Background: an optimization exercise with open tools, aiming at small area and a short achievable clock period. Do not read the settings as production practice.
In this exercise RTL edits were held to simulation tests only and were not proved equivalent to the original.

// cubic_fixed
module cubic_fixed #(
    parameter int WID     = 16,    
    parameter int FBITS   = 8      
)(
    input  logic                        clk,
    input  logic                        rst,
    input  logic signed [WID-1:0]       x,
    input  logic signed [WID-1:0]       a0,
    input  logic signed [WID-1:0]       a1,
    input  logic signed [WID-1:0]       a2,
    output logic signed [WID-1:0]       y
);
    wire        s_in = x[15];
    wire [11:0] u = x[11:0] ^ {12{s_in}};
    wire        x2sat_in = (x >= 16'sd2897) || (x <= -16'sd2897);
    wire        x3sat_in = (x >= 16'sd1291) || (x <= -16'sd1291);
    wire sq_s0, sq_c0;
    wire sq_s1, sq_c1;
    wire sq_s2, sq_c2;
    wire sq_s3, sq_c3;
    wire sq_s4, sq_c4;
    wire sq_s5, sq_c5;
    wire sq_s6, sq_c6;
    wire sq_s7, sq_c7;
    wire sq_s8, sq_c8;
    wire sq_s9, sq_c9;
    wire sq_s10, sq_c10;
    wire sq_s11, sq_c11;
    wire sq_s12, sq_c12;
    wire sq_s13, sq_c13;
    wire sq_s14, sq_c14;
    wire sq_s15, sq_c15;
    wire sq_s16, sq_c16;
    wire sq_s17, sq_c17;
    wire sq_s18, sq_c18;
    wire sq_s19, sq_c19;
    wire sq_s20, sq_c20;
    wire sq_s21, sq_c21;
    wire sq_s22, sq_c22;
    wire sq_s23, sq_c23;
    wire sq_s24, sq_c24;
    wire sq_s25, sq_c25;
    wire sq_s26, sq_c26;
    wire sq_s27, sq_c27;
    wire sq_s28, sq_c28;
    wire sq_s29, sq_c29;
    wire sq_s30, sq_c30;
    wire sq_s31, sq_c31;
    wire sq_s32, sq_c32;
    wire sq_s33, sq_c33;
    wire sq_s34, sq_c34;
    wire sq_s35, sq_c35;
    wire sq_s36, sq_c36;
    wire sq_s37, sq_c37;
    wire sq_s38, sq_c38;
    wire sq_s39, sq_c39;
    wire sq_s40, sq_c40;
    wire sq_s41, sq_c41;
    wire sq_s42, sq_c42;
    wire sq_s43, sq_c43;
    wire sq_s44, sq_c44;
    wire sq_s45, sq_c45;
    wire sq_s46, sq_c46;
    wire sq_s47, sq_c47;
    wire sq_s48, sq_c48;
    wire sq_s49, sq_c49;
    wire sq_s50, sq_c50;
    wire sq_s51, sq_c51;
    wire sq_s52, sq_c52;
    wire sq_s53, sq_c53;
    wire sq_s54, sq_c54;
    wire sq_s55, sq_c55;
    wire sq_s56, sq_c56;
    wire sq_s57, sq_c57;
    wire [22:0] sq_in;
    cubic_ha u_sq_s0 (.a(x[4]), .b((x[0] & x[7])), .s(sq_s0), .co(sq_c0));
    cubic_ha u_sq_s1 (.a((x[0] & x[8])), .b((x[1] & x[7])), .s(sq_s1), .co(sq_c1));
    cubic_fa u_sq_s2 (.a(x[5]), .b((x[0] & x[9])), .c((x[1] & x[8])), .s(sq_s2), .co(sq_c2));
  ...
For scale: roughly 3200 cells after synthesis, ~130 flip-flops, about 82 I/O pins, roughly 0.025 sq mm of cells after synthesis.
Settings: LEC_CHECK=0, ABC_AREA=1, CAP_MARGIN=20, CORE_MARGIN=2, CORE_UTILIZATION=40, SLEW_MARGIN=20, SYNTH_HIERARCHICAL=1; clock period 15.0 ns.
standard.sh (not shown) runs the stock make flow with config.mk's settings and CLKGATE_MAP_FILE= SYNTH_SCRIPT=/design/flow/synth_recipe.tcl, a recipe that flattens the netlist after the stock synthesis.
==> flow/flow/run.sh <==
#!/bin/bash
# Standard ORFS layout (the standard.sh) with two changes:
#  - port buffers use buf_1 instead of the default delay-buffer cell;
#  - timing repair (after floorplan, CTS and global routing) aims for
#    8.5 ns of setup slack at the 15 ns clock, so the resizer sizes the
#    critical paths.  The SDC (clock period, I/O delays, load) is unchanged.
# Each ORFS step writes its own log under orfs/logs/; make's output goes to
# standard.log.
set -euo pipefail
export BUFFER_PORTS_ARGS="-buffer_cell sky130_fd_sc_hd__buf_1"
export SETUP_SLACK_MARGIN=8.5
bash standard.sh > standard.log 2>&1
The starting point finished with timing, DRC and antenna clean.
Next try:
--- a/flow/flow/run.sh
+++ b/flow/flow/run.sh
@@ -5 +5 @@
-#    8.5 ns of setup slack at the 15 ns clock, so the resizer sizes the
+#    9.5 ns of setup slack at the 15 ns clock, so the resizer sizes the
@@ -11 +11 @@
-export SETUP_SLACK_MARGIN=8.5
+export SETUP_SLACK_MARGIN=9.5
Design area grows by 14%.
Synthesized cell count stays the same.
Worst setup slack improves by 0.51 ns.
Next try:
--- a/flow/flow/run.sh
+++ b/flow/flow/run.sh
@@ -5 +5 @@
-#    9.5 ns of setup slack at the 15 ns clock, so the resizer sizes the
+#    9 ns of setup slack at the 15 ns clock, so the resizer sizes the
@@ -11 +11 @@
-export SETUP_SLACK_MARGIN=9.5
+export SETUP_SLACK_MARGIN=9
- PLACE_DENSITY: not set -> 0.8
Result: Core utilization goes down by 4.7 points. Register-to-register slack loses 0.15 ns. Synthesized area does not change. Global-route usage goes down by 1.7 points. Synthesized cell count stays the same. Cell area goes down by 9.6%. Setup slack loses 0.14 ns. Count of clock-buffer cells in the layout goes up by 1. Via count goes up by about 1.1%.
Next try:
- CAP_MARGIN: 20 -> 5
- PLACE_DENSITY: 0.8 -> not set
- SLEW_MARGIN: 20 -> 5
After rerunning:
- The new run finished with timing, DRC and antenna clean
- area after synthesis is unchanged
- via count came out lower by a few percent
- wire length barely changes
- die area does not change
- clock skew shrinks by 0.0074 ns
- clock-buffer cell count fell by 1

* * *

job 102:
Starting RTL as in the previous note.
## cubic_fixed
module cubic_fixed #(
    parameter int WID     = 16,    
    parameter int FBITS   = 8      
)(
    input  logic                        clk,
    input  logic                        rst,
    input  logic signed [WID-1:0]       x,
    input  logic signed [WID-1:0]       a0,
    input  logic signed [WID-1:0]       a1,
    input  logic signed [WID-1:0]       a2,
    output logic signed [WID-1:0]       y
);
clock: 15.0 ns
lec_check: 0
abc_area: 1
cap_margin: 20
core_margin: 2
core_utilization: 55
gpl_routability_driven: 0
slew_margin: 20
synth_hierarchical: 1
==> flow/flow/run.sh <==
#!/bin/bash
# Standard ORFS layout (the standard.sh) with two changes:
#  - port buffers use buf_1 instead of the default delay-buffer cell;
#  - timing repair (after floorplan, CTS and global routing) aims for
#    9 ns of setup slack at the 15 ns clock, so the resizer sizes the
#    critical paths.  The SDC (clock period, I/O delays, load) is unchanged.
# Each ORFS step writes its own log under orfs/logs/; make's output goes to
# standard.log.
set -euo pipefail
export BUFFER_PORTS_ARGS="-buffer_cell sky130_fd_sc_hd__buf_1"
export SETUP_SLACK_MARGIN=9
bash standard.sh > standard.log 2>&1
#### Input delta (job 104 over job 102)
- CORE_UTILIZATION: 55 -> 40
- GPL_ROUTABILITY_DRIVEN: 0 -> unset
diff --git a/flow/flow/run.sh b/flow/flow/run.sh
--- a/flow/flow/run.sh
+++ b/flow/flow/run.sh
@@ -4,3 +4,3 @@
 #  - timing repair (after floorplan, CTS and global routing) aims for
-#    9 ns of setup slack at the 15 ns clock, so the resizer sizes the
+#    10 ns of setup slack at the 15 ns clock, so the resizer sizes the
 #    critical paths.  The SDC (clock period, I/O delays, load) is unchanged.
@@ -10,3 +10,3 @@
 export BUFFER_PORTS_ARGS="-buffer_cell sky130_fd_sc_hd__buf_1"
-export SETUP_SLACK_MARGIN=9
+export SETUP_SLACK_MARGIN=10
 bash standard.sh > standard.log 2>&1
Notes after the runs:
- Looking at core area across job 102 and job 104, the one that comes out lower is job 102.
- Comparing job 102 and job 104, the lower placement-stage cell area was measured on job 102.
- Compare job 102 and job 104 | clock period minus worst slack higher: job 102
- Changes observed in job 104 relative to job 102: number of setup buffers added after CTS rose 155; number of cells upsized or downsized after cts +about 900%; clock buffer instance count of the final layout dropped 1.
- Measured against each other, job 102 and job 104 differ in post-layout instance area, the higher figure coming from job 104.

port drivers added, routing unchanged:
No port has a modelled driver above. Below, the same layouts with a new extraction and two added sets of constraints.
Step 1: set_driving_cell puts a clkbuf_16 on clk and a buf_2 on each other input, an assumption about the parent block.
Step 2 times the ports against the registers' clock, not the clock port: input delays grow and output delays shrink by t, the midpoint of the rising clock arrivals with the driver on.
Slacks: ideal / step 1 / step 2; pairs: ideal / step 1.
run	t (ns)	slack for setup (ns)	clock arrival spread, ns
the first run of note 1	0.540	8.768 / 8.800 / 8.261	0.022 / 0.021
the second run of note 1	0.540	9.276 / 9.291 / 8.764	0.029 / 0.030
the third run of note 1	0.536	9.139 / 9.139 / 8.642	0.025 / 0.026
the fourth run of note 1	0.532	9.133 / 9.155 / 8.623	0.020 / 0.020
job 102	0.524	9.149 / 9.181 / 8.657	0.018 / 0.017
job 104	0.537	9.255 / 9.257 / 8.720	0.024 / 0.024
After both steps setup and hold are still met in every run listed. For job 104, which loses most, drivers alone change the setup slack by +0.002 ns; drivers and shift together by -0.535 ns.
